Background: an optimization exercise with open tools, aiming at small area and a short achievable clock period. Do not read the settings as production practice.
No functional check of the RTL was part of any run shown here.

## flow/design.v (module list and top-level ports; edited modules follow where they fit)
// module mult_top: 22 lines
// module full_adder: 7 lines
// module signed_array_mplier: 3880 lines
module mult_top (
    input             clk,
    input      [31:0] mplier,
    input      [31:0] mcand,
    output     [63:0] product
);
  // ...
==> flow/run.sh <==
#!/bin/bash
# synth_recipe.tcl (not shown) runs the flow's synth.tcl, then flattens the netlist and writes it again
# the make line also repeats each setting of config.mk as NAME=value (left out here)
make -C /OpenROAD-flow-scripts/flow DESIGN_CONFIG=/design/flow/config.mk WORK_HOME=/design/flow/orfs CLKGATE_MAP_FILE= SYNTH_SCRIPT=/design/flow/synth_recipe.tcl finish
==> flow/config.mk <==
export PLATFORM = sky130hd
export DESIGN_NAME = mult_top
export DESIGN_NICKNAME = mult_top
export VERILOG_FILES = /design/flow/design.v
export SDC_FILE = /design/flow/constraint.sdc
export NUM_CORES = 4
export LEC_CHECK = 0
export ABC_AREA = 1
export CAP_MARGIN = 20
export CORE_MARGIN = 2
export CORE_UTILIZATION = 40
export SLEW_MARGIN = 20
==> flow/constraint.sdc <==
create_clock -name core_clock -period 28.0 [get_ports {clk}]
set_input_delay 5.6000 -clock core_clock [delete_from_list [all_inputs] [get_ports {clk}]]
set_output_delay 5.6000 -clock core_clock [all_outputs]
set_load 0.01 [all_outputs]
==> qor.csv, run 1 <==
stage;metric;value;unit
global_route;grt-busiest-layer;met2;
sta;setup_viol;0;
sta;rsz0062_at_grt;false;
yosys;synth_common_cells;inv_1 (608), xor2_1 (526), o22ai_1 (495), fa_1 (427), nand2_1 (325);
critical_path;cp_common_cell;fa_1;
route;route.met2.wl;40700;µm
clock_tree;ctsRootBufferMaster;clkbuf_16;
route;routed_wl;90100;µm
yosys;netlist_area;26700;µm²
global_route;grt_use_met2;41.1;%
cells_and_area;multi_input_area_share;70.9;%
global_route;globalRouteTotalUtil;26.3;%
cells_and_area;largest-register;product_q;
sta;finalCriticalPeriod;7.74;ns
yosys;synth.net_count;3811;
yosys;synth_cells;3198;
critical_path;endpoint;product_q[33];
cells_and_area;largest_class;multi-input combinational cells;
min_path;hold_path_startpoint;mcand_q[0];
route;drc;0;
die;die_area;68800;µm²
cells_and_area;clockBufferCount;17;
cells_and_area;final_common_cell;inv_1;
placed_design;place_area;28700;µm²
route;first_iter_violations;2382;
min_path;hold_path_depth;3;
yosys;synth_cell_types;39;
cells_and_area;top_regs;product_q: 64 flops, mcand_q: 32 flops, mplier_q: 32 flops;
clock_tree;numClockSinks;128;
placed_design;io_buffers;128;
outcome;status;complete, no violations;
clock_tree;cts_tree;built;
critical_path;slowest_delay;0.96;ns
==> inputs of run 2 (changes only) <==
--- a/flow/design.v
+++ b/flow/design.v
@@ -23,16 +23,23 @@
 
 module full_adder (
     input  a, b, c,
     output sum, cout
 );
     assign sum = a ^ b ^ c;
     assign cout = (a & b) | (b & c) | (c & a);
 endmodule
+module half_adder (
+    input  a, b,
+    output sum, cout
+);
+    assign sum  = a ^ b;
+    assign cout = a & b;
+endmodule
 module signed_array_mplier #(
     parameter N = 32
 ) (
     input  [N-1:0]   mplier,
     input  [N-1:0]   mcand,
     output [2*N-1:0] product
 );
     wire one0;
@@ -2729,334 +2736,301 @@
     assign pp15_26 = ((one15 & mcand[26]) | (two15 & mcand[25])) ^ neg15;
     assign pp15_27 = ((one15 & mcand[27]) | (two15 & mcand[26])) ^ neg15;
     assign pp15_28 = ((one15 & mcand[28]) | (two15 & mcand[27])) ^ neg15;
     assign pp15_29 = ((one15 & mcand[29]) | (two15 & mcand[28])) ^ neg15;
     assign pp15_30 = ((one15 & mcand[30]) | (two15 & mcand[29])) ^ neg15;
     assign pp15_31 = ((one15 & mcand[31]) | (two15 & mcand[30])) ^ neg15;
     assign pp15_32 = ((one15 & mcand[31]) | (two15 & mcand[31])) ^ neg15;
     assign ns15 = ~pp15_32;
-    assign s1 = neg1 ^ pp0_2;
-    assign c2 = neg1 & pp0_2;
-    assign s3 = pp0_3 ^ pp1_1;
-    assign c4 = pp0_3 & pp1_1;
+    half_adder ha1 (.a(neg1), .b(pp0_2), .sum(s1), .cout(c2));
+    half_adder ha2 (.a(pp0_3), .b(pp1_1), .sum(s3), .cout(c4));
     full_adder fa1 (.a(neg2), .b(pp0_4), .c(pp1_2), .sum(s5), .cout(c6));
-    assign s7 = pp2_0 ^ c4;
-    assign c8 = pp2_0 & c4;
+    half_adder ha3 (.a(pp2_0), .b(c4), .sum(s7), .cout(c8));
     full_adder fa2 (.a(pp0_5), .b(pp1_3), .c(pp2_1), .sum(s9), .cout(c10));
-    assign s11 = c6 ^ c8;
-    assign c12 = c6 & c8;
+    half_adder ha4 (.a(c6), .b(c8), .sum(s11), .cout(c12));
     full_adder fa3 (.a(neg3), .b(pp0_6), .c(pp1_4), .sum(s13), .cout(c14));
     full_adder fa4 (.a(pp2_2), .b(pp3_0), .c(c10), .sum(s15), .cout(c16));
-    assign s17 = s13 ^ c12;
-    assign c18 = s13 & c12;
+    half_adder ha5 (.a(s13), .b(c12), .sum(s17), .cout(c18));
     full_adder fa5 (.a(pp0_7), .b(pp1_5), .c(pp2_3), .sum(s19), .cout(c20));
     full_adder fa6 (.a(pp3_1), .b(c14), .c(s19), .sum(s21), .cout(c22));
-    assign s23 = c16 ^ c18;
-    assign c24 = c16 & c18;
+    half_adder ha6 (.a(c16), .b(c18), .sum(s23), .cout(c24));
     full_adder fa7 (.a(neg4), .b(pp0_8), .c(pp1_6), .sum(s25), .cout(c26));
     full_adder fa8 (.a(pp2_4), .b(pp3_2), .c(pp4_0), .sum(s27), .cout(c28));
     full_adder fa9 (.a(c20), .b(s25), .c(s27), .sum(s29), .cout(c30));
-    assign s31 = c22 ^ s29;
-    assign c32 = c22 & s29;
+    half_adder ha7 (.a(c22), .b(s29), .sum(s31), .cout(c32));
     full_adder fa10 (.a(pp0_9), .b(pp1_7), .c(pp2_5), .sum(s33), .cout(c34));
     full_adder fa11 (.a(pp3_3), .b(pp4_1), .c(c26), .sum(s35), .cout(c36));
     full_adder fa12 (.a(c28), .b(s33), .c(s35), .sum(s37), .cout(c38));
-    assign s39 = c30 ^ c32;
-    assign c40 = c30 & c32;
+    half_adder ha8 (.a(c30), .b(c32), .sum(s39), .cout(c40));
     full_adder fa13 (.a(neg5), .b(pp0_10), .c(pp1_8), .sum(s41), .cout(c42));
     full_adder fa14 (.a(pp2_6), .b(pp3_4), .c(pp4_2), .sum(s43), .cout(c44));
     full_adder fa15 (.a(pp5_0), .b(c34), .c(s41), .sum(s45), .cout(c46));
     full_adder fa16 (.a(s43), .b(c36), .c(s45), .sum(s47), .cout(c48));
-    assign s49 = c38 ^ c40;
-    assign c50 = c38 & c40;
+    half_adder ha9 (.a(c38), .b(c40), .sum(s49), .cout(c50));
     full_adder fa17 (.a(pp0_11), .b(pp1_9), .c(pp2_7), .sum(s51), .cout(c52));
     full_adder fa18 (.a(pp3_5), .b(pp4_3), .c(pp5_1), .sum(s53), .cout(c54));
     full_adder fa19 (.a(c42), .b(c44), .c(s51), .sum(s55), .cout(c56));
     full_adder fa20 (.a(s53), .b(c46), .c(s55), .sum(s57), .cout(c58));
-    assign s59 = c48 ^ s57;
-    assign c60 = c48 & s57;
+    half_adder ha10 (.a(c48), .b(s57), .sum(s59), .cout(c60));
     full_adder fa21 (.a(neg6), .b(pp0_12), .c(pp1_10), .sum(s61), .cout(c62));
     full_adder fa22 (.a(pp2_8), .b(pp3_6), .c(pp4_4), .sum(s63), .cout(c64));
     full_adder fa23 (.a(pp5_2), .b(pp6_0), .c(c52), .sum(s65), .cout(c66));
     full_adder fa24 (.a(c54), .b(s61), .c(s63), .sum(s67), .cout(c68));
     full_adder fa25 (.a(s65), .b(c56), .c(s67), .sum(s69), .cout(c70));
-    assign s71 = c58 ^ s69;
-    assign c72 = c58 & s69;
+    half_adder ha11 (.a(c58), .b(s69), .sum(s71), .cout(c72));
     full_adder fa26 (.a(pp0_13), .b(pp1_11), .c(pp2_9), .sum(s73), .cout(c74));
     full_adder fa27 (.a(pp3_7), .b(pp4_5), .c(pp5_3), .sum(s75), .cout(c76));
     full_adder fa28 (.a(pp6_1), .b(c62), .c(c64), .sum(s77), .cout(c78));
     full_adder fa29 (.a(s73), .b(s75), .c(c66), .sum(s79), .cout(c80));
     full_adder fa30 (.a(s77), .b(c68), .c(s79), .sum(s81), .cout(c82));
-    assign s83 = c70 ^ c72;
-    assign c84 = c70 & c72;
+    half_adder ha12 (.a(c70), .b(c72), .sum(s83), .cout(c84));
     full_adder fa31 (.a(neg7), .b(pp0_14), .c(pp1_12), .sum(s85), .cout(c86));
     full_adder fa32 (.a(pp2_10), .b(pp3_8), .c(pp4_6), .sum(s87), .cout(c88));
     full_adder fa33 (.a(pp5_4), .b(pp6_2), .c(pp7_0), .sum(s89), .cout(c90));
     full_adder fa34 (.a(c74), .b(c76), .c(s85), .sum(s91), .cout(c92));
     full_adder fa35 (.a(s87), .b(s89), .c(c78), .sum(s93), .cout(c94));
     full_adder fa36 (.a(s91), .b(c80), .c(s93), .sum(s95), .cout(c96));
-    assign s97 = c82 ^ s95;
-    assign c98 = c82 & s95;
+    half_adder ha13 (.a(c82), .b(s95), .sum(s97), .cout(c98));
     full_adder fa37 (.a(pp0_15), .b(pp1_13), .c(pp2_11), .sum(s99), .cout(c100));
     full_adder fa38 (.a(pp3_9), .b(pp4_7), .c(pp5_5), .sum(s101), .cout(c102));
     full_adder fa39 (.a(pp6_3), .b(pp7_1), .c(c86), .sum(s103), .cout(c104));
     full_adder fa40 (.a(c88), .b(c90), .c(s99), .sum(s105), .cout(c106));
     full_adder fa41 (.a(s101), .b(s103), .c(c92), .sum(s107), .cout(c108));
     full_adder fa42 (.a(s105), .b(c94), .c(s107), .sum(s109), .cout(c110));
-    assign s111 = c96 ^ s109;
-    assign c112 = c96 & s109;
+    half_adder ha14 (.a(c96), .b(s109), .sum(s111), .cout(c112));
     full_adder fa43 (.a(neg8), .b(pp0_16), .c(pp1_14), .sum(s113), .cout(c114));
     full_adder fa44 (.a(pp2_12), .b(pp3_10), .c(pp4_8), .sum(s115), .cout(c116));
     full_adder fa45 (.a(pp5_6), .b(pp6_4), .c(pp7_2), .sum(s117), .cout(c118));
     full_adder fa46 (.a(pp8_0), .b(c100), .c(c102), .sum(s119), .cout(c120));
     full_adder fa47 (.a(s113), .b(s115), .c(s117), .sum(s121), .cout(c122));
     full_adder fa48 (.a(c104), .b(s119), .c(c106), .sum(s123), .cout(c124));
     full_adder fa49 (.a(s121), .b(c108), .c(s123), .sum(s125), .cout(c126));
-    assign s127 = c110 ^ s125;
-    assign c128 = c110 & s125;
+    half_adder ha15 (.a(c110), .b(s125), .sum(s127), .cout(c128));
     full_adder fa50 (.a(pp0_17), .b(pp1_15), .c(pp2_13), .sum(s129), .cout(c130));
     full_adder fa51 (.a(pp3_11), .b(pp4_9), .c(pp5_7), .sum(s131), .cout(c132));
     full_adder fa52 (.a(pp6_5), .b(pp7_3), .c(pp8_1), .sum(s133), .cout(c134));
     full_adder fa53 (.a(c114), .b(c116), .c(c118), .sum(s135), .cout(c136));
     full_adder fa54 (.a(s129), .b(s131), .c(s133), .sum(s137), .cout(c138));
     full_adder fa55 (.a(c120), .b(s135), .c(c122), .sum(s139), .cout(c140));
     full_adder fa56 (.a(s137), .b(c124), .c(s139), .sum(s141), .cout(c142));
-    assign s143 = c126 ^ s141;
-    assign c144 = c126 & s141;
+    half_adder ha16 (.a(c126), .b(s141), .sum(s143), .cout(c144));
     full_adder fa57 (.a(neg9), .b(pp0_18), .c(pp1_16), .sum(s145), .cout(c146));
     full_adder fa58 (.a(pp2_14), .b(pp3_12), .c(pp4_10), .sum(s147), .cout(c148));
     full_adder fa59 (.a(pp5_8), .b(pp6_6), .c(pp7_4), .sum(s149), .cout(c150));
     full_adder fa60 (.a(pp8_2), .b(pp9_0), .c(c130), .sum(s151), .cout(c152));
     full_adder fa61 (.a(c132), .b(c134), .c(s145), .sum(s153), .cout(c154));
     full_adder fa62 (.a(s147), .b(s149), .c(c136), .sum(s155), .cout(c156));
     full_adder fa63 (.a(s151), .b(c138), .c(s153), .sum(s157), .cout(c158));
     full_adder fa64 (.a(c140), .b(s155), .c(s157), .sum(s159), .cout(c160));
-    assign s161 = c142 ^ s159;
-    assign c162 = c142 & s159;
+    half_adder ha17 (.a(c142), .b(s159), .sum(s161), .cout(c162));
     full_adder fa65 (.a(pp0_19), .b(pp1_17), .c(pp2_15), .sum(s163), .cout(c164));
     full_adder fa66 (.a(pp3_13), .b(pp4_11), .c(pp5_9), .sum(s165), .cout(c166));
     full_adder fa67 (.a(pp6_7), .b(pp7_5), .c(pp8_3), .sum(s167), .cout(c168));
     full_adder fa68 (.a(pp9_1), .b(c146), .c(c148), .sum(s169), .cout(c170));
     full_adder fa69 (.a(c150), .b(s163), .c(s165), .sum(s171), .cout(c172));
     full_adder fa70 (.a(s167), .b(c152), .c(s169), .sum(s173), .cout(c174));
     full_adder fa71 (.a(c154), .b(s171), .c(c156), .sum(s175), .cout(c176));
     full_adder fa72 (.a(c158), .b(s173), .c(s175), .sum(s177), .cout(c178));
-    assign s179 = c160 ^ c162;
-    assign c180 = c160 & c162;
+    half_adder ha18 (.a(c160), .b(c162), .sum(s179), .cout(c180));
     full_adder fa73 (.a(neg10), .b(pp0_20), .c(pp1_18), .sum(s181), .cout(c182));
     full_adder fa74 (.a(pp2_16), .b(pp3_14), .c(pp4_12), .sum(s183), .cout(c184));
     full_adder fa75 (.a(pp5_10), .b(pp6_8), .c(pp7_6), .sum(s185), .cout(c186));
     full_adder fa76 (.a(pp8_4), .b(pp9_2), .c(pp10_0), .sum(s187), .cout(c188));
     full_adder fa77 (.a(c164), .b(c166), .c(c168), .sum(s189), .cout(c190));
     full_adder fa78 (.a(s181), .b(s183), .c(s185), .sum(s191), .cout(c192));
     full_adder fa79 (.a(s187), .b(c170), .c(s189), .sum(s193), .cout(c194));
     full_adder fa80 (.a(c172), .b(s191), .c(c174), .sum(s195), .cout(c196));
     full_adder fa81 (.a(s193), .b(c176), .c(s195), .sum(s197), .cout(c198));
-    assign s199 = c178 ^ s197;
-    assign c200 = c178 & s197;
+    half_adder ha19 (.a(c178), .b(s197), .sum(s199), .cout(c200));
     full_adder fa82 (.a(pp0_21), .b(pp1_19), .c(pp2_17), .sum(s201), .cout(c202));
     full_adder fa83 (.a(pp3_15), .b(pp4_13), .c(pp5_11), .sum(s203), .cout(c204));
     full_adder fa84 (.a(pp6_9), .b(pp7_7), .c(pp8_5), .sum(s205), .cout(c206));
     full_adder fa85 (.a(pp9_3), .b(pp10_1), .c(c182), .sum(s207), .cout(c208));
     full_adder fa86 (.a(c184), .b(c186), .c(c188), .sum(s209), .cout(c210));
     full_adder fa87 (.a(s201), .b(s203), .c(s205), .sum(s211), .cout(c212));
     full_adder fa88 (.a(c190), .b(s207), .c(s209), .sum(s213), .cout(c214));
     full_adder fa89 (.a(c192), .b(s211), .c(c194), .sum(s215), .cout(c216));
     full_adder fa90 (.a(s213), .b(c196), .c(s215), .sum(s217), .cout(c218));
-    assign s219 = c198 ^ s217;
-    assign c220 = c198 & s217;
+    half_adder ha20 (.a(c198), .b(s217), .sum(s219), .cout(c220));
     full_adder fa91 (.a(neg11), .b(pp0_22), .c(pp1_20), .sum(s221), .cout(c222));
     full_adder fa92 (.a(pp2_18), .b(pp3_16), .c(pp4_14), .sum(s223), .cout(c224));
     full_adder fa93 (.a(pp5_12), .b(pp6_10), .c(pp7_8), .sum(s225), .cout(c226));
     full_adder fa94 (.a(pp8_6), .b(pp9_4), .c(pp10_2), .sum(s227), .cout(c228));
     full_adder fa95 (.a(pp11_0), .b(c202), .c(c204), .sum(s229), .cout(c230));
     full_adder fa96 (.a(c206), .b(s221), .c(s223), .sum(s231), .cout(c232));
     full_adder fa97 (.a(s225), .b(s227), .c(c208), .sum(s233), .cout(c234));
     full_adder fa98 (.a(c210), .b(s229), .c(c212), .sum(s235), .cout(c236));
     full_adder fa99 (.a(s231), .b(c214), .c(s233), .sum(s237), .cout(c238));
     full_adder fa100 (.a(s235), .b(c216), .c(s237), .sum(s239), .cout(c240));
-    assign s241 = c218 ^ s239;
-    assign c242 = c218 & s239;
+    half_adder ha21 (.a(c218), .b(s239), .sum(s241), .cout(c242));
     full_adder fa101 (.a(pp0_23), .b(pp1_21), .c(pp2_19), .sum(s243), .cout(c244));
     full_adder fa102 (.a(pp3_17), .b(pp4_15), .c(pp5_13), .sum(s245), .cout(c246));
     full_adder fa103 (.a(pp6_11), .b(pp7_9), .c(pp8_7), .sum(s247), .cout(c248));
     full_adder fa104 (.a(pp9_5), .b(pp10_3), .c(pp11_1), .sum(s249), .cout(c250));
     full_adder fa105 (.a(c222), .b(c224), .c(c226), .sum(s251), .cout(c252));
     full_adder fa106 (.a(c228), .b(s243), .c(s245), .sum(s253), .cout(c254));
     full_adder fa107 (.a(s247), .b(s249), .c(c230), .sum(s255), .cout(c256));
     full_adder fa108 (.a(s251), .b(c232), .c(s253), .sum(s257), .cout(c258));
     full_adder fa109 (.a(c234), .b(c236), .c(s255), .sum(s259), .cout(c260));
     full_adder fa110 (.a(s257), .b(c238), .c(s259), .sum(s261), .cout(c262));
-    assign s263 = c240 ^ s261;
-    assign c264 = c240 & s261;
+    half_adder ha22 (.a(c240), .b(s261), .sum(s263), .cout(c264));
     full_adder fa111 (.a(neg12), .b(pp0_24), .c(pp1_22), .sum(s265), .cout(c266));
     full_adder fa112 (.a(pp2_20), .b(pp3_18), .c(pp4_16), .sum(s267), .cout(c268));
     full_adder fa113 (.a(pp5_14), .b(pp6_12), .c(pp7_10), .sum(s269), .cout(c270));
     full_adder fa114 (.a(pp8_8), .b(pp9_6), .c(pp10_4), .sum(s271), .cout(c272));
     full_adder fa115 (.a(pp11_2), .b(pp12_0), .c(c244), .sum(s273), .cout(c274));
     full_adder fa116 (.a(c246), .b(c248), .c(c250), .sum(s275), .cout(c276));
     full_adder fa117 (.a(s265), .b(s267), .c(s269), .sum(s277), .cout(c278));
     full_adder fa118 (.a(s271), .b(c252), .c(s273), .sum(s279), .cout(c280));
     full_adder fa119 (.a(s275), .b(c254), .c(s277), .sum(s281), .cout(c282));
     full_adder fa120 (.a(c256), .b(c258), .c(s279), .sum(s283), .cout(c284));
     full_adder fa121 (.a(s281), .b(c260), .c(s283), .sum(s285), .cout(c286));
-    assign s287 = c262 ^ s285;
-    assign c288 = c262 & s285;
+    half_adder ha23 (.a(c262), .b(s285), .sum(s287), .cout(c288));
     full_adder fa122 (.a(pp0_25), .b(pp1_23), .c(pp2_21), .sum(s289), .cout(c290));
     full_adder fa123 (.a(pp3_19), .b(pp4_17), .c(pp5_15), .sum(s291), .cout(c292));
     full_adder fa124 (.a(pp6_13), .b(pp7_11), .c(pp8_9), .sum(s293), .cout(c294));
     full_adder fa125 (.a(pp9_7), .b(pp10_5), .c(pp11_3), .sum(s295), .cout(c296));
     full_adder fa126 (.a(pp12_1), .b(c266), .c(c268), .sum(s297), .cout(c298));
     full_adder fa127 (.a(c270), .b(c272), .c(s289), .sum(s299), .cout(c300));
     full_adder fa128 (.a(s291), .b(s293), .c(s295), .sum(s301), .cout(c302));
     full_adder fa129 (.a(c274), .b(c276), .c(s297), .sum(s303), .cout(c304));
     full_adder fa130 (.a(c278), .b(s299), .c(s301), .sum(s305), .cout(c306));
     full_adder fa131 (.a(c280), .b(c282), .c(s303), .sum(s307), .cout(c308));
     full_adder fa132 (.a(s305), .b(c284), .c(s307), .sum(s309), .cout(c310));
-    assign s311 = c286 ^ s309;
-    assign c312 = c286 & s309;
+    half_adder ha24 (.a(c286), .b(s309), .sum(s311), .cout(c312));
     full_adder fa133 (.a(neg13), .b(pp0_26), .c(pp1_24), .sum(s313), .cout(c314));
     full_adder fa134 (.a(pp2_22), .b(pp3_20), .c(pp4_18), .sum(s315), .cout(c316));
     full_adder fa135 (.a(pp5_16), .b(pp6_14), .c(pp7_12), .sum(s317), .cout(c318));
     full_adder fa136 (.a(pp8_10), .b(pp9_8), .c(pp10_6), .sum(s319), .cout(c320));
     full_adder fa137 (.a(pp11_4), .b(pp12_2), .c(pp13_0), .sum(s321), .cout(c322));
     full_adder fa138 (.a(c290), .b(c292), .c(c294), .sum(s323), .cout(c324));
     full_adder fa139 (.a(c296), .b(s313), .c(s315), .sum(s325), .cout(c326));
     full_adder fa140 (.a(s317), .b(s319), .c(s321), .sum(s327), .cout(c328));
     full_adder fa141 (.a(c298), .b(s323), .c(c300), .sum(s329), .cout(c330));
     full_adder fa142 (.a(c302), .b(s325), .c(s327), .sum(s331), .cout(c332));
     full_adder fa143 (.a(c304), .b(c306), .c(s329), .sum(s333), .cout(c334));
     full_adder fa144 (.a(s331), .b(c308), .c(s333), .sum(s335), .cout(c336));
-    assign s337 = c310 ^ s335;
-    assign c338 = c310 & s335;
+    half_adder ha25 (.a(c310), .b(s335), .sum(s337), .cout(c338));
     full_adder fa145 (.a(pp0_27), .b(pp1_25), .c(pp2_23), .sum(s339), .cout(c340));
     full_adder fa146 (.a(pp3_21), .b(pp4_19), .c(pp5_17), .sum(s341), .cout(c342));
     full_adder fa147 (.a(pp6_15), .b(pp7_13), .c(pp8_11), .sum(s343), .cout(c344));
     full_adder fa148 (.a(pp9_9), .b(pp10_7), .c(pp11_5), .sum(s345), .cout(c346));
     full_adder fa149 (.a(pp12_3), .b(pp13_1), .c(c314), .sum(s347), .cout(c348));
     full_adder fa150 (.a(c316), .b(c318), .c(c320), .sum(s349), .cout(c350));
     full_adder fa151 (.a(c322), .b(s339), .c(s341), .sum(s351), .cout(c352));
     full_adder fa152 (.a(s343), .b(s345), .c(c324), .sum(s353), .cout(c354));
     full_adder fa153 (.a(s347), .b(s349), .c(c326), .sum(s355), .cout(c356));
     full_adder fa154 (.a(c328), .b(s351), .c(c330), .sum(s357), .cout(c358));
     full_adder fa155 (.a(s353), .b(c332), .c(s355), .sum(s359), .cout(c360));
     full_adder fa156 (.a(c334), .b(s357), .c(s359), .sum(s361), .cout(c362));
-    assign s363 = c336 ^ s361;
-    assign c364 = c336 & s361;
+    half_adder ha26 (.a(c336), .b(s361), .sum(s363), .cout(c364));
     full_adder fa157 (.a(neg14), .b(pp0_28), .c(pp1_26), .sum(s365), .cout(c366));
     full_adder fa158 (.a(pp2_24), .b(pp3_22), .c(pp4_20), .sum(s367), .cout(c368));
     full_adder fa159 (.a(pp5_18), .b(pp6_16), .c(pp7_14), .sum(s369), .cout(c370));
     full_adder fa160 (.a(pp8_12), .b(pp9_10), .c(pp10_8), .sum(s371), .cout(c372));
     full_adder fa161 (.a(pp11_6), .b(pp12_4), .c(pp13_2), .sum(s373), .cout(c374));
     full_adder fa162 (.a(pp14_0), .b(c340), .c(c342), .sum(s375), .cout(c376));
     full_adder fa163 (.a(c344), .b(c346), .c(s365), .sum(s377), .cout(c378));
     full_adder fa164 (.a(s367), .b(s369), .c(s371), .sum(s379), .cout(c380));
     full_adder fa165 (.a(s373), .b(c348), .c(c350), .sum(s381), .cout(c382));
     full_adder fa166 (.a(s375), .b(c352), .c(s377), .sum(s383), .cout(c384));
     full_adder fa167 (.a(s379), .b(c354), .c(c356), .sum(s385), .cout(c386));
     full_adder fa168 (.a(s381), .b(s383), .c(c358), .sum(s387), .cout(c388));
     full_adder fa169 (.a(c360), .b(s385), .c(s387), .sum(s389), .cout(c390));
-    assign s391 = c362 ^ c364;
-    assign c392 = c362 & c364;
+    half_adder ha27 (.a(c362), .b(c364), .sum(s391), .cout(c392));
     full_adder fa170 (.a(pp0_29), .b(pp1_27), .c(pp2_25), .sum(s393), .cout(c394));
     full_adder fa171 (.a(pp3_23), .b(pp4_21), .c(pp5_19), .sum(s395), .cout(c396));
     full_adder fa172 (.a(pp6_17), .b(pp7_15), .c(pp8_13), .sum(s397), .cout(c398));
     full_adder fa173 (.a(pp9_11), .b(pp10_9), .c(pp11_7), .sum(s399), .cout(c400));
     full_adder fa174 (.a(pp12_5), .b(pp13_3), .c(pp14_1), .sum(s401), .cout(c402));
     full_adder fa175 (.a(c366), .b(c368), .c(c370), .sum(s403), .cout(c404));
     full_adder fa176 (.a(c372), .b(c374), .c(s393), .sum(s405), .cout(c406));
     full_adder fa177 (.a(s395), .b(s397), .c(s399), .sum(s407), .cout(c408));
     full_adder fa178 (.a(s401), .b(c376), .c(s403), .sum(s409), .cout(c410));
     full_adder fa179 (.a(c378), .b(c380), .c(s405), .sum(s411), .cout(c412));
     full_adder fa180 (.a(s407), .b(c382), .c(c384), .sum(s413), .cout(c414));
     full_adder fa181 (.a(s409), .b(s411), .c(c386), .sum(s415), .cout(c416));
     full_adder fa182 (.a(s413), .b(c388), .c(s415), .sum(s417), .cout(c418));
-    assign s419 = c390 ^ s417;
-    assign c420 = c390 & s417;
+    half_adder ha28 (.a(c390), .b(s417), .sum(s419), .cout(c420));
     full_adder fa183 (.a(neg15), .b(pp0_30), .c(pp1_28), .sum(s421), .cout(c422));
     full_adder fa184 (.a(pp2_26), .b(pp3_24), .c(pp4_22), .sum(s423), .cout(c424));
     full_adder fa185 (.a(pp5_20), .b(pp6_18), .c(pp7_16), .sum(s425), .cout(c426));
     full_adder fa186 (.a(pp8_14), .b(pp9_12), .c(pp10_10), .sum(s427), .cout(c428));
     full_adder fa187 (.a(pp11_8), .b(pp12_6), .c(pp13_4), .sum(s429), .cout(c430));
     full_adder fa188 (.a(pp14_2), .b(pp15_0), .c(c394), .sum(s431), .cout(c432));
     full_adder fa189 (.a(c396), .b(c398), .c(c400), .sum(s433), .cout(c434));
     full_adder fa190 (.a(c402), .b(s421), .c(s423), .sum(s435), .cout(c436));
     full_adder fa191 (.a(s425), .b(s427), .c(s429), .sum(s437), .cout(c438));
     full_adder fa192 (.a(c404), .b(s431), .c(s433), .sum(s439), .cout(c440));
     full_adder fa193 (.a(c406), .b(c408), .c(s435), .sum(s441), .cout(c442));
     full_adder fa194 (.a(s437), .b(c410), .c(c412), .sum(s443), .cout(c444));
     full_adder fa195 (.a(s439), .b(s441), .c(c414), .sum(s445), .cout(c446));
     full_adder fa196 (.a(s443), .b(c416), .c(s445), .sum(s447), .cout(c448));
-    assign s449 = c418 ^ s447;
-    assign c450 = c418 & s447;
+    half_adder ha29 (.a(c418), .b(s447), .sum(s449), .cout(c450));
     full_adder fa197 (.a(pp0_31), .b(pp1_29), .c(pp2_27), .sum(s451), .cout(c452));
     full_adder fa198 (.a(pp3_25), .b(pp4_23), .c(pp5_21), .sum(s453), .cout(c454));
     full_adder fa199 (.a(pp6_19), .b(pp7_17), .c(pp8_15), .sum(s455), .cout(c456));
     full_adder fa200 (.a(pp9_13), .b(pp10_11), .c(pp11_9), .sum(s457), .cout(c458));
     full_adder fa201 (.a(pp12_7), .b(pp13_5), .c(pp14_3), .sum(s459), .cout(c460));
     full_adder fa202 (.a(pp15_1), .b(c422), .c(c424), .sum(s461), .cout(c462));
     full_adder fa203 (.a(c426), .b(c428), .c(c430), .sum(s463), .cout(c464));
     full_adder fa204 (.a(s451), .b(s453), .c(s455), .sum(s465), .cout(c466));
     full_adder fa205 (.a(s457), .b(s459), .c(c432), .sum(s467), .cout(c468));
     full_adder fa206 (.a(c434), .b(s461), .c(s463), .sum(s469), .cout(c470));
     full_adder fa207 (.a(c436), .b(c438), .c(s465), .sum(s471), .cout(c472));
     full_adder fa208 (.a(c440), .b(s467), .c(c442), .sum(s473), .cout(c474));
     full_adder fa209 (.a(s469), .b(s471), .c(c444), .sum(s475), .cout(c476));
     full_adder fa210 (.a(s473), .b(c446), .c(s475), .sum(s477), .cout(c478));
-    assign s479 = c448 ^ s477;
-    assign c480 = c448 & s477;
+    half_adder ha30 (.a(c448), .b(s477), .sum(s479), .cout(c480));
     full_adder fa211 (.a(pp0_32), .b(pp1_30), .c(pp2_28), .sum(s481), .cout(c482));
     full_adder fa212 (.a(pp3_26), .b(pp4_24), .c(pp5_22), .sum(s483), .cout(c484));
     full_adder fa213 (.a(pp6_20), .b(pp7_18), .c(pp8_16), .sum(s485), .cout(c486));
     full_adder fa214 (.a(pp9_14), .b(pp10_12), .c(pp11_10), .sum(s487), .cout(c488));
     full_adder fa215 (.a(pp12_8), .b(pp13_6), .c(pp14_4), .sum(s489), .cout(c490));
     full_adder fa216 (.a(pp15_2), .b(c452), .c(c454), .sum(s491), .cout(c492));
     full_adder fa217 (.a(c456), .b(c458), .c(c460), .sum(s493), .cout(c494));
     full_adder fa218 (.a(s481), .b(s483), .c(s485), .sum(s495), .cout(c496));
     full_adder fa219 (.a(s487), .b(s489), .c(c462), .sum(s497), .cout(c498));
     full_adder fa220 (.a(c464), .b(s491), .c(s493), .sum(s499), .cout(c500));
     full_adder fa221 (.a(c466), .b(s495), .c(c468), .sum(s501), .cout(c502));
     full_adder fa222 (.a(c470), .b(s497), .c(c472), .sum(s503), .cout(c504));
     full_adder fa223 (.a(s499), .b(s501), .c(c474), .sum(s505), .cout(c506));
     full_adder fa224 (.a(s503), .b(c476), .c(s505), .sum(s507), .cout(c508));
-    assign s509 = c478 ^ s507;
-    assign c510 = c478 & s507;
+    half_adder ha31 (.a(c478), .b(s507), .sum(s509), .cout(c510));
     full_adder fa225 (.a(pp0_32), .b(pp1_31), .c(pp2_29), .sum(s511), .cout(c512));
     full_adder fa226 (.a(pp3_27), .b(pp4_25), .c(pp5_23), .sum(s513), .cout(c514));
     full_adder fa227 (.a(pp6_21), .b(pp7_19), .c(pp8_17), .sum(s515), .cout(c516));
     full_adder fa228 (.a(pp9_15), .b(pp10_13), .c(pp11_11), .sum(s517), .cout(c518));
     full_adder fa229 (.a(pp12_9), .b(pp13_7), .c(pp14_5), .sum(s519), .cout(c520));
     full_adder fa230 (.a(pp15_3), .b(c482), .c(c484), .sum(s521), .cout(c522));
     full_adder fa231 (.a(c486), .b(c488), .c(c490), .sum(s523), .cout(c524));
     full_adder fa232 (.a(s511), .b(s513), .c(s515), .sum(s525), .cout(c526));
     full_adder fa233 (.a(s517), .b(s519), .c(c492), .sum(s527), .cout(c528));
     full_adder fa234 (.a(c494), .b(s521), .c(s523), .sum(s529), .cout(c530));
     full_adder fa235 (.a(c496), .b(s525), .c(c498), .sum(s531), .cout(c532));
     full_adder fa236 (.a(c500), .b(s527), .c(s529), .sum(s533), .cout(c534));
     full_adder fa237 (.a(c502), .b(s531), .c(c504), .sum(s535), .cout(c536));
     full_adder fa238 (.a(s533), .b(c506), .c(s535), .sum(s537), .cout(c538));
-    assign s539 = c508 ^ s537;
-    assign c540 = c508 & s537;
+    half_adder ha32 (.a(c508), .b(s537), .sum(s539), .cout(c540));
     full_adder fa239 (.a(ns0), .b(ns1), .c(pp2_30), .sum(s541), .cout(c542));
     full_adder fa240 (.a(pp3_28), .b(pp4_26), .c(pp5_24), .sum(s543), .cout(c544));
     full_adder fa241 (.a(pp6_22), .b(pp7_20), .c(pp8_18), .sum(s545), .cout(c546));
     full_adder fa242 (.a(pp9_16), .b(pp10_14), .c(pp11_12), .sum(s547), .cout(c548));
     full_adder fa243 (.a(pp12_10), .b(pp13_8), .c(pp14_6), .sum(s549), .cout(c550));
     full_adder fa244 (.a(pp15_4), .b(c512), .c(c514), .sum(s551), .cout(c552));
     full_adder fa245 (.a(c516), .b(c518), .c(c520), .sum(s553), .cout(c554));
     full_adder fa246 (.a(s541), .b(s543), .c(s545), .sum(s555), .cout(c556));
     full_adder fa247 (.a(s547), .b(s549), .c(c522), .sum(s557), .cout(c558));
     full_adder fa248 (.a(c524), .b(s551), .c(s553), .sum(s559), .cout(c560));
     full_adder fa249 (.a(c526), .b(s555), .c(c528), .sum(s561), .cout(c562));
     full_adder fa250 (.a(c530), .b(s557), .c(s559), .sum(s563), .cout(c564));
     full_adder fa251 (.a(c532), .b(s561), .c(c534), .sum(s565), .cout(c566));
     full_adder fa252 (.a(s563), .b(c536), .c(s565), .sum(s567), .cout(c568));
-    assign s569 = c538 ^ s567;
-    assign c570 = c538 & s567;
+    half_adder ha33 (.a(c538), .b(s567), .sum(s569), .cout(c570));
     assign s571 = ~(pp2_31 ^ pp3_29);
     assign c572 = pp2_31 | pp3_29;
     full_adder fa253 (.a(pp4_27), .b(pp5_25), .c(pp6_23), .sum(s573), .cout(c574));
     full_adder fa254 (.a(pp7_21), .b(pp8_19), .c(pp9_17), .sum(s575), .cout(c576));
     full_adder fa255 (.a(pp10_15), .b(pp11_13), .c(pp12_11), .sum(s577), .cout(c578));
     full_adder fa256 (.a(pp13_9), .b(pp14_7), .c(pp15_5), .sum(s579), .cout(c580));
     full_adder fa257 (.a(s571), .b(c542), .c(c544), .sum(s581), .cout(c582));
     full_adder fa258 (.a(c546), .b(c548), .c(c550), .sum(s583), .cout(c584));
@@ -3088,18 +3062,17 @@
     full_adder fa282 (.a(pp14_9), .b(pp15_7), .c(s625), .sum(s633), .cout(c634));
     full_adder fa283 (.a(c600), .b(c602), .c(c604), .sum(s635), .cout(c636));
     full_adder fa284 (.a(c606), .b(s627), .c(s629), .sum(s637), .cout(c638));
     full_adder fa285 (.a(s631), .b(c608), .c(s633), .sum(s639), .cout(c640));
     full_adder fa286 (.a(c610), .b(s635), .c(c612), .sum(s641), .cout(c642));
     full_adder fa287 (.a(s637), .b(c614), .c(s639), .sum(s643), .cout(c644));
     full_adder fa288 (.a(c616), .b(s641), .c(c618), .sum(s645), .cout(c646));
     full_adder fa289 (.a(s643), .b(c620), .c(s645), .sum(s647), .cout(c648));
-    assign s649 = c622 ^ s647;
-    assign c650 = c622 & s647;
+    half_adder ha34 (.a(c622), .b(s647), .sum(s649), .cout(c650));
     full_adder fa290 (.a(ns3), .b(pp4_30), .c(pp5_28), .sum(s651), .cout(c652));
     full_adder fa291 (.a(pp6_26), .b(pp7_24), .c(pp8_22), .sum(s653), .cout(c654));
     full_adder fa292 (.a(pp9_20), .b(pp10_18), .c(pp11_16), .sum(s655), .cout(c656));
     full_adder fa293 (.a(pp12_14), .b(pp13_12), .c(pp14_10), .sum(s657), .cout(c658));
     full_adder fa294 (.a(pp15_8), .b(c626), .c(c628), .sum(s659), .cout(c660));
     full_adder fa295 (.a(c630), .b(c632), .c(s651), .sum(s661), .cout(c662));
     full_adder fa296 (.a(s653), .b(s655), .c(s657), .sum(s663), .cout(c664));
     full_adder fa297 (.a(c634), .b(c636), .c(s659), .sum(s665), .cout(c666));
@@ -3114,18 +3087,17 @@
     full_adder fa304 (.a(pp12_15), .b(pp13_13), .c(pp14_11), .sum(s681), .cout(c682));
     full_adder fa305 (.a(pp15_9), .b(s675), .c(c652), .sum(s683), .cout(c684));
     full_adder fa306 (.a(c654), .b(c656), .c(c658), .sum(s685), .cout(c686));
     full_adder fa307 (.a(s677), .b(s679), .c(s681), .sum(s687), .cout(c688));
     full_adder fa308 (.a(c660), .b(s683), .c(s685), .sum(s689), .cout(c690));
     full_adder fa309 (.a(c662), .b(c664), .c(s687), .sum(s691), .cout(c692));
     full_adder fa310 (.a(c666), .b(c668), .c(s689), .sum(s693), .cout(c694));
     full_adder fa311 (.a(s691), .b(c670), .c(s693), .sum(s695), .cout(c696));
-    assign s697 = c672 ^ s695;
-    assign c698 = c672 & s695;
+    half_adder ha35 (.a(c672), .b(s695), .sum(s697), .cout(c698));
     full_adder fa312 (.a(ns4), .b(pp5_30), .c(pp6_28), .sum(s699), .cout(c700));
     full_adder fa313 (.a(pp7_26), .b(pp8_24), .c(pp9_22), .sum(s701), .cout(c702));
     full_adder fa314 (.a(pp10_20), .b(pp11_18), .c(pp12_16), .sum(s703), .cout(c704));
     full_adder fa315 (.a(pp13_14), .b(pp14_12), .c(pp15_10), .sum(s705), .cout(c706));
     full_adder fa316 (.a(c676), .b(c678), .c(c680), .sum(s707), .cout(c708));
     full_adder fa317 (.a(c682), .b(s699), .c(s701), .sum(s709), .cout(c710));
     full_adder fa318 (.a(s703), .b(s705), .c(c684), .sum(s711), .cout(c712));
     full_adder fa319 (.a(c686), .b(s707), .c(c688), .sum(s713), .cout(c714));
@@ -3138,18 +3110,17 @@
     full_adder fa324 (.a(pp10_21), .b(pp11_19), .c(pp12_17), .sum(s725), .cout(c726));
     full_adder fa325 (.a(pp13_15), .b(pp14_13), .c(pp15_11), .sum(s727), .cout(c728));
     full_adder fa326 (.a(s721), .b(c700), .c(c702), .sum(s729), .cout(c730));
     full_adder fa327 (.a(c704), .b(c706), .c(s723), .sum(s731), .cout(c732));
     full_adder fa328 (.a(s725), .b(s727), .c(c708), .sum(s733), .cout(c734));
     full_adder fa329 (.a(s729), .b(c710), .c(s731), .sum(s735), .cout(c736));
     full_adder fa330 (.a(c712), .b(c714), .c(s733), .sum(s737), .cout(c738));
     full_adder fa331 (.a(s735), .b(c716), .c(s737), .sum(s739), .cout(c740));
-    assign s741 = c718 ^ s739;
-    assign c742 = c718 & s739;
+    half_adder ha36 (.a(c718), .b(s739), .sum(s741), .cout(c742));
     full_adder fa332 (.a(ns5), .b(pp6_30), .c(pp7_28), .sum(s743), .cout(c744));
     full_adder fa333 (.a(pp8_26), .b(pp9_24), .c(pp10_22), .sum(s745), .cout(c746));
     full_adder fa334 (.a(pp11_20), .b(pp12_18), .c(pp13_16), .sum(s747), .cout(c748));
     full_adder fa335 (.a(pp14_14), .b(pp15_12), .c(c722), .sum(s749), .cout(c750));
     full_adder fa336 (.a(c724), .b(c726), .c(c728), .sum(s751), .cout(c752));
     full_adder fa337 (.a(s743), .b(s745), .c(s747), .sum(s753), .cout(c754));
     full_adder fa338 (.a(s749), .b(c730), .c(s751), .sum(s755), .cout(c756));
     full_adder fa339 (.a(c732), .b(s753), .c(c734), .sum(s757), .cout(c758));
@@ -3160,18 +3131,17 @@
     full_adder fa342 (.a(pp8_27), .b(pp9_25), .c(pp10_23), .sum(s765), .cout(c766));
     full_adder fa343 (.a(pp11_21), .b(pp12_19), .c(pp13_17), .sum(s767), .cout(c768));
     full_adder fa344 (.a(pp14_15), .b(pp15_13), .c(s763), .sum(s769), .cout(c770));
     full_adder fa345 (.a(c744), .b(c746), .c(c748), .sum(s771), .cout(c772));
     full_adder fa346 (.a(s765), .b(s767), .c(c750), .sum(s773), .cout(c774));
     full_adder fa347 (.a(s769), .b(c752), .c(s771), .sum(s775), .cout(c776));
     full_adder fa348 (.a(c754), .b(s773), .c(c756), .sum(s777), .cout(c778));
     full_adder fa349 (.a(s775), .b(c758), .c(s777), .sum(s779), .cout(c780));
-    assign s781 = c760 ^ s779;
-    assign c782 = c760 & s779;
+    half_adder ha37 (.a(c760), .b(s779), .sum(s781), .cout(c782));
     full_adder fa350 (.a(ns6), .b(pp7_30), .c(pp8_28), .sum(s783), .cout(c784));
     full_adder fa351 (.a(pp9_26), .b(pp10_24), .c(pp11_22), .sum(s785), .cout(c786));
     full_adder fa352 (.a(pp12_20), .b(pp13_18), .c(pp14_16), .sum(s787), .cout(c788));
     full_adder fa353 (.a(pp15_14), .b(c764), .c(c766), .sum(s789), .cout(c790));
     full_adder fa354 (.a(c768), .b(s783), .c(s785), .sum(s791), .cout(c792));
     full_adder fa355 (.a(s787), .b(c770), .c(c772), .sum(s793), .cout(c794));
     full_adder fa356 (.a(s789), .b(s791), .c(c774), .sum(s795), .cout(c796));
     full_adder fa357 (.a(c776), .b(s793), .c(s795), .sum(s797), .cout(c798));
@@ -3180,102 +3150,94 @@
     assign c802 = pp7_31 | pp8_29;
     full_adder fa359 (.a(pp9_27), .b(pp10_25), .c(pp11_23), .sum(s803), .cout(c804));
     full_adder fa360 (.a(pp12_21), .b(pp13_19), .c(pp14_17), .sum(s805), .cout(c806));
     full_adder fa361 (.a(pp15_15), .b(s801), .c(c784), .sum(s807), .cout(c808));
     full_adder fa362 (.a(c786), .b(c788), .c(s803), .sum(s809), .cout(c810));
     full_adder fa363 (.a(s805), .b(c790), .c(s807), .sum(s811), .cout(c812));
     full_adder fa364 (.a(c792), .b(s809), .c(c794), .sum(s813), .cout(c814));
     full_adder fa365 (.a(s811), .b(c796), .c(s813), .sum(s815), .cout(c816));
-    assign s817 = c798 ^ s815;
-    assign c818 = c798 & s815;
+    half_adder ha38 (.a(c798), .b(s815), .sum(s817), .cout(c818));
     full_adder fa366 (.a(ns7), .b(pp8_30), .c(pp9_28), .sum(s819), .cout(c820));
     full_adder fa367 (.a(pp10_26), .b(pp11_24), .c(pp12_22), .sum(s821), .cout(c822));
     full_adder fa368 (.a(pp13_20), .b(pp14_18), .c(pp15_16), .sum(s823), .cout(c824));
     full_adder fa369 (.a(c802), .b(c804), .c(c806), .sum(s825), .cout(c826));
     full_adder fa370 (.a(s819), .b(s821), .c(s823), .sum(s827), .cout(c828));
     full_adder fa371 (.a(c808), .b(s825), .c(c810), .sum(s829), .cout(c830));
     full_adder fa372 (.a(s827), .b(c812), .c(s829), .sum(s831), .cout(c832));
     full_adder fa373 (.a(c814), .b(s831), .c(c816), .sum(s833), .cout(c834));
     assign s835 = ~(pp8_31 ^ pp9_29);
     assign c836 = pp8_31 | pp9_29;
     full_adder fa374 (.a(pp10_27), .b(pp11_25), .c(pp12_23), .sum(s837), .cout(c838));
     full_adder fa375 (.a(pp13_21), .b(pp14_19), .c(pp15_17), .sum(s839), .cout(c840));
     full_adder fa376 (.a(s835), .b(c820), .c(c822), .sum(s841), .cout(c842));
     full_adder fa377 (.a(c824), .b(s837), .c(s839), .sum(s843), .cout(c844));
     full_adder fa378 (.a(c826), .b(s841), .c(c828), .sum(s845), .cout(c846));
     full_adder fa379 (.a(s843), .b(c830), .c(s845), .sum(s847), .cout(c848));
-    assign s849 = c832 ^ s847;
-    assign c850 = c832 & s847;
+    half_adder ha39 (.a(c832), .b(s847), .sum(s849), .cout(c850));
     full_adder fa380 (.a(ns8), .b(pp9_30), .c(pp10_28), .sum(s851), .cout(c852));
     full_adder fa381 (.a(pp11_26), .b(pp12_24), .c(pp13_22), .sum(s853), .cout(c854));
     full_adder fa382 (.a(pp14_20), .b(pp15_18), .c(c836), .sum(s855), .cout(c856));
     full_adder fa383 (.a(c838), .b(c840), .c(s851), .sum(s857), .cout(c858));
     full_adder fa384 (.a(s853), .b(s855), .c(c842), .sum(s859), .cout(c860));
     full_adder fa385 (.a(c844), .b(s857), .c(c846), .sum(s861), .cout(c862));
     full_adder fa386 (.a(s859), .b(c848), .c(s861), .sum(s863), .cout(c864));
     assign s865 = ~(pp9_31 ^ pp10_29);
     assign c866 = pp9_31 | pp10_29;
     full_adder fa387 (.a(pp11_27), .b(pp12_25), .c(pp13_23), .sum(s867), .cout(c868));
     full_adder fa388 (.a(pp14_21), .b(pp15_19), .c(s865), .sum(s869), .cout(c870));
     full_adder fa389 (.a(c852), .b(c854), .c(s867), .sum(s871), .cout(c872));
     full_adder fa390 (.a(c856), .b(s869), .c(c858), .sum(s873), .cout(c874));
     full_adder fa391 (.a(s871), .b(c860), .c(s873), .sum(s875), .cout(c876));
-    assign s877 = c862 ^ s875;
-    assign c878 = c862 & s875;
+    half_adder ha40 (.a(c862), .b(s875), .sum(s877), .cout(c878));
     full_adder fa392 (.a(ns9), .b(pp10_30), .c(pp11_28), .sum(s879), .cout(c880));
     full_adder fa393 (.a(pp12_26), .b(pp13_24), .c(pp14_22), .sum(s881), .cout(c882));
     full_adder fa394 (.a(pp15_20), .b(c866), .c(c868), .sum(s883), .cout(c884));
     full_adder fa395 (.a(s879), .b(s881), .c(c870), .sum(s885), .cout(c886));
     full_adder fa396 (.a(s883), .b(c872), .c(s885), .sum(s887), .cout(c888));
     full_adder fa397 (.a(c874), .b(s887), .c(c876), .sum(s889), .cout(c890));
     assign s891 = ~(pp10_31 ^ pp11_29);
     assign c892 = pp10_31 | pp11_29;
     full_adder fa398 (.a(pp12_27), .b(pp13_25), .c(pp14_23), .sum(s893), .cout(c894));
     full_adder fa399 (.a(pp15_21), .b(s891), .c(c880), .sum(s895), .cout(c896));
     full_adder fa400 (.a(c882), .b(s893), .c(c884), .sum(s897), .cout(c898));
     full_adder fa401 (.a(s895), .b(c886), .c(s897), .sum(s899), .cout(c900));
-    assign s901 = c888 ^ s899;
-    assign c902 = c888 & s899;
+    half_adder ha41 (.a(c888), .b(s899), .sum(s901), .cout(c902));
     full_adder fa402 (.a(ns10), .b(pp11_30), .c(pp12_28), .sum(s903), .cout(c904));
     full_adder fa403 (.a(pp13_26), .b(pp14_24), .c(pp15_22), .sum(s905), .cout(c906));
     full_adder fa404 (.a(c892), .b(c894), .c(s903), .sum(s907), .cout(c908));
     full_adder fa405 (.a(s905), .b(c896), .c(s907), .sum(s909), .cout(c910));
     full_adder fa406 (.a(c898), .b(s909), .c(c900), .sum(s911), .cout(c912));
     assign s913 = ~(pp11_31 ^ pp12_29);
     assign c914 = pp11_31 | pp12_29;
     full_adder fa407 (.a(pp13_27), .b(pp14_25), .c(pp15_23), .sum(s915), .cout(c916));
     full_adder fa408 (.a(s913), .b(c904), .c(c906), .sum(s917), .cout(c918));
     full_adder fa409 (.a(s915), .b(s917), .c(c908), .sum(s919), .cout(c920));
-    assign s921 = c910 ^ s919;
-    assign c922 = c910 & s919;
+    half_adder ha42 (.a(c910), .b(s919), .sum(s921), .cout(c922));
     full_adder fa410 (.a(ns11), .b(pp12_30), .c(pp13_28), .sum(s923), .cout(c924));
     full_adder fa411 (.a(pp14_26), .b(pp15_24), .c(c914), .sum(s925), .cout(c926));
     full_adder fa412 (.a(c916), .b(s923), .c(s925), .sum(s927), .cout(c928));
     full_adder fa413 (.a(c918), .b(s927), .c(c920), .sum(s929), .cout(c930));
     assign s931 = ~(pp12_31 ^ pp13_29);
     assign c932 = pp12_31 | pp13_29;
     full_adder fa414 (.a(pp14_27), .b(pp15_25), .c(s931), .sum(s933), .cout(c934));
     full_adder fa415 (.a(c924), .b(c926), .c(s933), .sum(s935), .cout(c936));
-    assign s937 = c928 ^ s935;
-    assign c938 = c928 & s935;
+    half_adder ha43 (.a(c928), .b(s935), .sum(s937), .cout(c938));
     full_adder fa416 (.a(ns12), .b(pp13_30), .c(pp14_28), .sum(s939), .cout(c940));
     full_adder fa417 (.a(pp15_26), .b(c932), .c(s939), .sum(s941), .cout(c942));
     full_adder fa418 (.a(c934), .b(s941), .c(c936), .sum(s943), .cout(c944));
     assign s945 = ~(pp13_31 ^ pp14_29);
     assign c946 = pp13_31 | pp14_29;
     full_adder fa419 (.a(pp15_27), .b(s945), .c(c940), .sum(s947), .cout(c948));
-    assign s949 = s947 ^ c942;
-    assign c950 = s947 & c942;
+    half_adder ha44 (.a(s947), .b(c942), .sum(s949), .cout(c950));
     full_adder fa420 (.a(ns13), .b(pp14_30), .c(pp15_28), .sum(s951), .cout(c952));
     full_adder fa421 (.a(c946), .b(s951), .c(c948), .sum(s953), .cout(c954));
     assign s955 = ~(pp14_31 ^ pp15_29);
     assign c956 = pp14_31 | pp15_29;
-    assign s957 = s955 ^ c952;
-    assign c958 = s955 & c952;
+    half_adder ha45 (.a(s955), .b(c952), .sum(s957), .cout(c958));
     full_adder fa422 (.a(ns14), .b(pp15_30), .c(c956), .sum(s959), .cout(c960));
     assign s961 = ~(pp15_31 ^ c960);
     assign c962 = pp15_31 | c960;
     assign g963 = neg0 & pp0_0;
     assign p964 = neg0 ^ pp0_0;
     assign g965 = pp1_0 & s1;
     assign p966 = pp1_0 ^ s1;
     assign g967 = c2 & s3;
--- a/flow/config.mk
+++ b/flow/config.mk
@@ -5,8 +5,10 @@
 export SDC_FILE = /design/flow/constraint.sdc
 export NUM_CORES = 4
 export LEC_CHECK = 0
 export ABC_AREA = 1
 export CAP_MARGIN = 20
 export CORE_MARGIN = 2
 export CORE_UTILIZATION = 40
 export SLEW_MARGIN = 20
+export SYNTH_HIERARCHICAL = 1
+export SYNTH_MINIMUM_KEEP_SIZE = 0
==> qor.csv, run 2 <==
stage;metric;value;unit;change
outcome;status;complete, no violations;;unchanged
route;drtPass1Iterations;5;;was 7
cells_and_area;largest-register;product_q;;unchanged
sta;tightest_slew;0.861;ns;was 0.970 ns
yosys;synth_top_area_share;33.6;%;was 32.0%
cells_and_area;drive_gt1_share;6.38;%;was 6.05%
clock_tree;cts-buffers-inserted;17;;unchanged
sta;setup_viol;0;;unchanged
clock_tree;cts.clk_slew.worst_paths;0.08;ns;about the same
critical_path;critPathArrivalTime;7.77;ns;was 8.13 ns
yosys;yosysMostFrequentCell;xor2_1;;was inv_1
sta;hold_viol_final;0;;unchanged
global_route;grt_start_max_net_pins;47;;was 39
clock_tree;clkLatencyLatePin;0.50;ns;was 0.51 ns
yosys;synth.net_count;3446;;was 3811
global_route;grt_pass1_wl;130000;µm;was 139000 µm
global_route;grt_pass1_vias;22500;;was 23400
yosys;synth-async-reset-ratio;0;%;unchanged
yosys;synthesis.area_per_instance;8.98;µm²;was 8.35 µm²
clock_tree;cts_resized;0;;unchanged
sta;finalMaxSlewViolations;0;;unchanged
yosys;synth_largest_area_cell;fa_1;;unchanged
placed_design;hpwl;57600;µm;was 60800 µm
global_route;antenna_found_initial;0;;was 1
yosys;synth_cell_types;36;;was 39
die;rows;92;;was 94
clock_tree;cts_tree;built;;unchanged
clock_tree;numClockSinks;128;;unchanged
yosys;synth-seq-area-share;10.1;%;was 9.60%
route;routed_wl;83100;µm;was 90100 µm
die;die_w;256;µm;was 262 µm
die;core_area;63000;µm²;was 65900 µm²
sta;rsz0062_at_grt;false;;unchanged
cells_and_area;top_regs;product_q: 64 flops, mcand_q: 32 flops, mplier_q: 32 flops;;unchanged
cells_and_area;nets;3344;;was 3792
cells_and_area;final_cell_mix;xor2_1 (527), o22ai_1 (495), fa_1 (427), nand2_1 (311), inv_1 (202);;was inv_1 (600), xor2_1 (526), o22ai_1 (495), fa_1 (427), nand2_1 (322)
clock_tree;clockBufferDepth;2;;unchanged
min_path;hold_path.class;flip-flop to flip-flop;;unchanged
critical_path;worstPathRequired;28.36;ns;was 28.39 ns
cells_and_area;area_growth_syn_to_layout;7.94;%;was 9.48%
yosys;netlist_area;25400;µm²;was 26700 µm²
route;vias_per_cell;5.94;;was 5.61
cells_and_area;fillers;6032;;was 6529
yosys;ys_ff_latch;128;;unchanged
die;die_area;65600;µm²;was 68800 µm²
yosys;yosysWarnings;7;;was 1
placed_design;gp_congestion;0.899;;was 0.926
yosys;synth_cells;2833;;was 3198
job;drv_cap;0;;unchanged
sta;slew_headroom;42.5;%;was 35.3%
route;drc;0;;unchanged
yosys;synthFlopType;dfxtp_1;;unchanged
sta;finalCriticalPeriod;7.41;ns;was 7.74 ns
yosys;synth_area_leaders;fa_1 (34%), xor2_1 (18%), o22ai_1 (12%), dfxtp_1 (10%), ha_1 (6.0%);;was fa_1 (32%), xor2_1 (17%), o22ai_1 (12%), dfxtp_1 (9.6%), inv_1 (8.5%)
die;initial_utilization;40.4;%;was 40.5%
sta;clock.fmax;135;MHz;was 129 MHz
sta;timing.final.crit_share;26.5;%;was 27.7%
clock_tree;post_cts_buffers;0;;unchanged
cells_and_area;multi_input_area;20600;µm²;was 20700 µm²
route;ant_nets;0;;unchanged
clock_tree;cts_hold_buf;0;;unchanged
critical_path;endpoint_kind;flip-flop;;unchanged
route;wl_per_cell;23.2;µm;was 22.2 µm
clock_tree;htree_levels;4;;unchanged
global_route;globalRouteTotalUtil;25.5;%;was 26.3%
global_route;grt-ovfl-total;0;;unchanged
cells_and_area;diodes;0;;unchanged
placed_design;io_buffers;128;;unchanged
die;io_pins;129;;unchanged
critical_path;path_max_fanout;36;;was 31
cells_and_area;stdcell_count;3590;;was 4056
route;vias;21300;;was 22800
clock_tree;ctsRootBufferMaster;clkbuf_16;;unchanged
yosys;synth_enable_flop_cells;0;;unchanged
route;first_iter_violations;2247;;was 2382
sta;clock-skew-final;0.0205;ns;was 0.0204 ns
yosys;synth_common_cells;xor2_1 (527), o22ai_1 (495), fa_1 (427), nand2_1 (312), inv_1 (202);;was inv_1 (608), xor2_1 (526), o22ai_1 (495), fa_1 (427), nand2_1 (325)
cells_and_area;regArea;2580;µm²;was 2560 µm²
cells_and_area;largest_reg_flops;64;;unchanged
placed_design;dp_cells;3558;;was 4024
cells_and_area;final_common_cell;xor2_1;;was inv_1
die;die_h;256;µm;was 262 µm
sta;final.setup.tns;0;ns;unchanged
critical_path;worst_setup_path_start_kind;flip-flop;;unchanged
critical_path;path_class;flip-flop to flip-flop;;unchanged
## run 2: logic make-up (layout without fill, tap and decap cells)
logic type	after synthesis	in the layout	synth area share (%)
adders and majority gates	548	548	39.5
and+or+nand+nor	477	477	7.64
AOI/OAI and AO/OA	613	613	14.9
xor gates and xnor gates	532	532	18.3
DFF	128	128	10.1
buffers and inverters	535	446	9.53
## run 2: routing by layer
metal	global-route usage, %	routed length (µm)	vias to the layer above
met4	16.3	5220	0
met2	42.5	40200	1289
met3	4.47	6690	299
met1	30.4	31000	10600
li1	-	-	9159
met5	0.0731	0	-
## run 2: final timing paths
check / start / end / slack (ns) / cells after the start
setup reg to reg: mplier_q[23] / product_q[32] / 20.59 / 21
hold / removal: mplier_q[0] / product_q[0] / 0.73 / 3
hold reg to reg: mplier_q[0] / product_q[0] / 0.73 / 3
setup / recovery: mplier_q[23] / product_q[32] / 20.59 / 21
## run 2: critical path, cell delays in order (launching register included)
cell and delay, ns:
dfxtp_2 0.32, buf_4 0.58, inv_1 0.24, o21ai_2 0.38, buf_4 0.39, o22ai_1 0.13
xor2_1 0.19, fa_1 0.49, fa_1 0.47, fa_1 0.42, fa_1 0.39, fa_1 0.51
fa_1 0.43, ha_1 0.29, ha_1 0.37, nand2_1 0.10, nor2_1 0.14, nand2_1 0.08
nor2_1 0.10, nand2_1 0.07, nand2_2 0.58, fa_1 0.53
## run 2: per-module statistics from Yosys, one instance, submodules excluded, excerpt
module,cell area [µm²],flip-flops and latches,cells
mult_top,2560,128,128
half_adder,12.5,0,1
full_adder,20.0,0,1
## run 2: per-stage QoR
stage                     hold slack [ns]  utilization (%)  instance area [µm²]  setup slack [ns]
final                               0.735             43.6                27500             20.59
after global routing                0.747             43.6                27500             20.26
after CTS                           0.740             43.6                27500             20.68
after detailed placement            0.729             42.6                26800             20.71
after global placement              0.727             42.6                26800             20.81
after floorplan                     0.661                -                25400             22.07
## run 2: area by class of cell
class | count | area share, %
clock buffers | 17 | 1.55
repair buffers | 206 | 6.80
well taps | 846 | 3.85
inverters | 208 | 2.84
clock inverters | 15 | 0.715
multi-input cells | 2170 | 74.8
flip-flops and latches | 128 | 9.40
==> inputs of run 3 (changes only) <==
==> flow/flow/run.sh (new file) <==
#!/bin/bash
# Own layout flow: the standard flow (standard.sh), with the standard
# synthesis unchanged, then the layout steps with
#  - plain buffers (buf_2) on the ports instead of the resizer's default pick,
#  - repair_timing aiming at a slack margin below the fixed clock period, so
#    that it sizes and buffers the multiplier's critical paths.
# Each step's full output is in this folder (make_*.log) and in orfs/logs/.
set -euo pipefail
MARGIN=${MARGIN:-21}
bash standard.sh synth > make_synth.log 2>&1
bash standard.sh \
  SETUP_SLACK_MARGIN=$MARGIN \
  "BUFFER_PORTS_ARGS=-buffer_cell sky130_fd_sc_hd__buf_2" \
  finish > make_finish.log 2>&1
==> flow/standard.sh (new file) <==
#!/bin/bash
# synth_recipe.tcl (not shown) runs the flow's synth.tcl, then flattens the netlist and writes it again
# the make line also repeats each setting of config.mk as NAME=value (left out here)
make -C /OpenROAD-flow-scripts/flow DESIGN_CONFIG=/design/flow/config.mk WORK_HOME=/design/flow/orfs CLKGATE_MAP_FILE= SYNTH_SCRIPT=/design/flow/synth_recipe.tcl "${@:-finish}"
removed: flow/run.sh
==> qor.csv, run 3 <==
stage;metric;value;unit;change
outcome;status;complete, no violations;;unchanged
critical_path;r2r_start;mplier_q[27];;was mplier_q[23]
yosys;synthFlopType;dfxtp_1;;unchanged
sta;timing.final.crit_share;24.0;%;was 26.5%
clock_tree;numClockSinks;128;;unchanged
route;wl_per_cell;23.7;µm;was 23.2 µm
yosys;synth_enable_flop_cells;0;;unchanged
route;vias;21700;;was 21300
sta;rsz0062_at_grt;false;;unchanged
cells_and_area;stdcell_count;3599;;was 3590
critical_path;reg2reg_slack;21.29;ns;was 20.59 ns
yosys;synthesis.area_per_instance;8.98;µm²;unchanged
placed_design;gp_congestion;0.881;;was 0.899
global_route;globalRouteTotalUtil;25.9;%;was 25.5%
job;drv_cap;0;;unchanged
cells_and_area;top_regs;product_q: 64 flops, mcand_q: 32 flops, mplier_q: 32 flops;;unchanged
global_route;grt_start_max_net_pins;47;;unchanged
min_path;hold_path.class;flip-flop to flip-flop;;unchanged
clock_tree;clkLatencyLatePin;0.50;ns;about the same
die;die_w;256;µm;unchanged
critical_path;endpoint_kind;flip-flop;;unchanged
cells_and_area;final_common_cell;xor2_1;;unchanged
global_route;antenna_found_initial;0;;unchanged
yosys;synth_common_cells;xor2_1 (527), o22ai_1 (495), fa_1 (427), nand2_1 (312), inv_1 (202);;unchanged
yosys;synth.net_count;3446;;unchanged
global_route;grt-ovfl-total;0;;unchanged
critical_path;cp_common_cell;fa_1;;unchanged
route;ant_nets;0;;unchanged
placed_design;io_buffers;128;;unchanged
die;die_area;65600;µm²;unchanged
critical_path;worstPathRequired;28.39;ns;was 28.36 ns
yosys;synth-seq-area-share;10.1;%;unchanged
yosys;synth_largest_area_cell;fa_1;;unchanged
cells_and_area;utilization;43.1;%;was 43.6%
sta;tightest_slew;0.888;ns;was 0.861 ns
critical_path;r2r_cells;24;;was 21
yosys;yosysWarnings;7;;unchanged
sta;clock-skew-final;0.0236;ns;was 0.0205 ns
critical_path;worst_setup_path_start_kind;flip-flop;;unchanged
critical_path;cp_cell_sequence;clkbuf_8, inv_1, o21ai_2, buf_6, o22ai_1, xor2_1, fa_1, fa_1, fa_1, fa_1, fa_1, fa_1, fa_1, ha_1, a21oi_1, nand2_2, nand2_2, nand2_2, nand2_2, nand2_4, a21oi_1, nand2_1, nand2_1, nand2_1;;was buf_4, inv_1, o21ai_2, buf_4, o22ai_1, xor2_1, fa_1, fa_1, fa_1, fa_1, fa_1, fa_1, ha_1, ha_1, nand2_1, nor2_1, nand2_1, nor2_1, nand2_1, nand2_2, fa_1
sta;final.setup.tns;0;ns;unchanged
sta;setup_viol;0;;unchanged
placed_design;hpwl;57000;µm;was 57600 µm
placed_design;place_area;26200;µm²;was 26800 µm²
cells_and_area;final_cell_mix;xor2_1 (527), o22ai_1 (495), fa_1 (427), nand2_1 (309), inv_1 (202);;was xor2_1 (527), o22ai_1 (495), fa_1 (427), nand2_1 (311), inv_1 (202)
yosys;synth-async-reset-ratio;0;%;unchanged
critical_path;path_max_fanout;36;;unchanged
yosys;netlist_area;25400;µm²;unchanged
sta;slew_headroom;40.7;%;was 42.5%
cells_and_area;diodes;0;;unchanged
sta;finalMaxSlewViolations;0;;unchanged
cells_and_area;largest-register;product_q;;unchanged
yosys;synth_top_area_share;33.6;%;unchanged
route;drtPass1Iterations;6;;was 5
route;routed_wl;85200;µm;was 83100 µm
clock_tree;cts.clk_slew.worst_paths;0.06;ns;was 0.08 ns
die;die_h;256;µm;unchanged
sta;finalCriticalPeriod;6.71;ns;was 7.41 ns
critical_path;endpoint;product_q[58];;was product_q[32]
critical_path;startpoint;mplier_q[27];;was mplier_q[23]
yosys;ys_ff_latch;128;;unchanged
placed_design;dp_cells;3558;;unchanged
critical_path;path_class;flip-flop to flip-flop;;unchanged
clock_tree;clockBufferDepth;2;;unchanged
yosys;synth_cell_types;36;;unchanged
sta;clock.fmax;149;MHz;was 135 MHz
sta;hold_viol_final;0;;unchanged
global_route;grt_pass1_vias;23000;;was 22500
die;initial_utilization;40.4;%;unchanged
==> run 3: changes by cell type in the layout (fill, tap and decap cells not counted), sizes merged <==
cell / change
clkbuf: +7
clkdlybuf4s50: -128
inv: -4
clkinv: +1
buf: +135
clkinvlp: -2
==> run 3: stage by stage <==
stage               hold WS [ns]  setup WS, ns
finish                     0.730         21.29
global route               0.784         21.01
CTS                        0.739         20.98
detailed placement         0.730         20.59
global placement           0.725         20.70
floorplan                  0.661         22.07
==> run 3: metal layers <==
layer / track usage (%) / part of all wire (%)
met3: 5.28 / 9.3
met5: 0 / 0
met4: 14.7 / 5.6
met1: 31.6 / 38
met2: 42.7 / 48
==> run 3: cells by family (layout without fill, tap and decap cells) <==
logic type / count (synthesis) / after routing / share of synthesized area, %
adder cells (fa/ha/maj): 548 / 548 / 39.5
buffers and inverters: 535 / 455 / 9.53
AO/OA/AOI/OAI: 613 / 613 / 14.9
XOR/XNOR: 532 / 532 / 18.3
AND/OR/NAND/NOR: 477 / 477 / 7.64
flip-flops: 128 / 128 / 10.1
==> run 3: layout make-up <==
cell class / count / area (µm²) / area share, %
Timing Repair Buffer: 215 / 1500 / 5.51
Multi-Input combinational cell: 2170 / 20600 / 75.9
Clock inverter: 10 / 150 / 0.553
Tap cell: 846 / 1060 / 3.90
Clock buffer: 22 / 464 / 1.71
Inverter: 208 / 781 / 2.88
Sequential cell: 128 / 2590 / 9.53
==> run 3: how the worst min path moves through the flow <==
stage | from | to | slack, ns | cells past startpoint
2_1_floorplan | mplier_q[1] | product_q[0] | 0.66 | 3
3_3_place_gp | mplier_q[0] | product_q[0] | 0.73 | 3
3_5_place_dp | mplier_q[0] | product_q[0] | 0.73 | 3
4_1_cts | mplier_q[0] | product_q[0] | 0.74 | 3
5_1_grt | mplier_q[0] | product_q[0] | 0.78 | 3
6_report | mplier_q[0] | product_q[0] | 0.73 | 3
==> run 3: per-module statistics from Yosys (local to each module, per instance), a selection <==
module      flops+latches  cell area (µm²)  cells inside
half_adder              0             12.5             1
mult_top              128             2560           128
full_adder              0             20.0             1
==> run 3: repair_timing <==
action / in CTS / in global routing
buffers inserted: 0 / 9
setup endpoints to repair: 32 / 32
cloned: 0 / 0
resized for setup: 10 / 65
hold endpoints to repair: 0 / 0
hold buffers: 0 / 0
pin swaps: 0 / 1
==> run 3: critical path, delay by kind of cell (launching register included) <==
family / cells / cell delay (ns)
buf+inv: 3 / 0.95
simple gates: 8 / 0.82
compound gates: 4 / 0.84
flops: 1 / 0.32
xor+xnor: 1 / 0.19
fa+ha+maj: 8 / 3.44

==> what the ideal ports hide <==
How much do the figures lean on ideal ports? The routed layouts below were timed once more, with nothing changed but the port constraints.
Step 1 assumes that a clkbuf_16 drives the clock port and a buf_2 every other input.
Step 2 also shifts input and output timing later by t, the mid clock arrival at the registers, as if the neighbouring blocks saw the same clock.
Three values: no drivers, after step 1, after step 2; two values: the first two.
run	shift t [ns]	setup WS [ns]	worst setup path after step 2	cell pins on the clock port's net
run 1	0.561	20.257 / 20.257 / 20.257	register to register	1
run 2	0.556	20.589 / 20.589 / 20.589	register to register	1
run 3	0.544	21.289 / 21.289 / 21.289	register to register	1
After both steps every run listed still meets setup and hold.
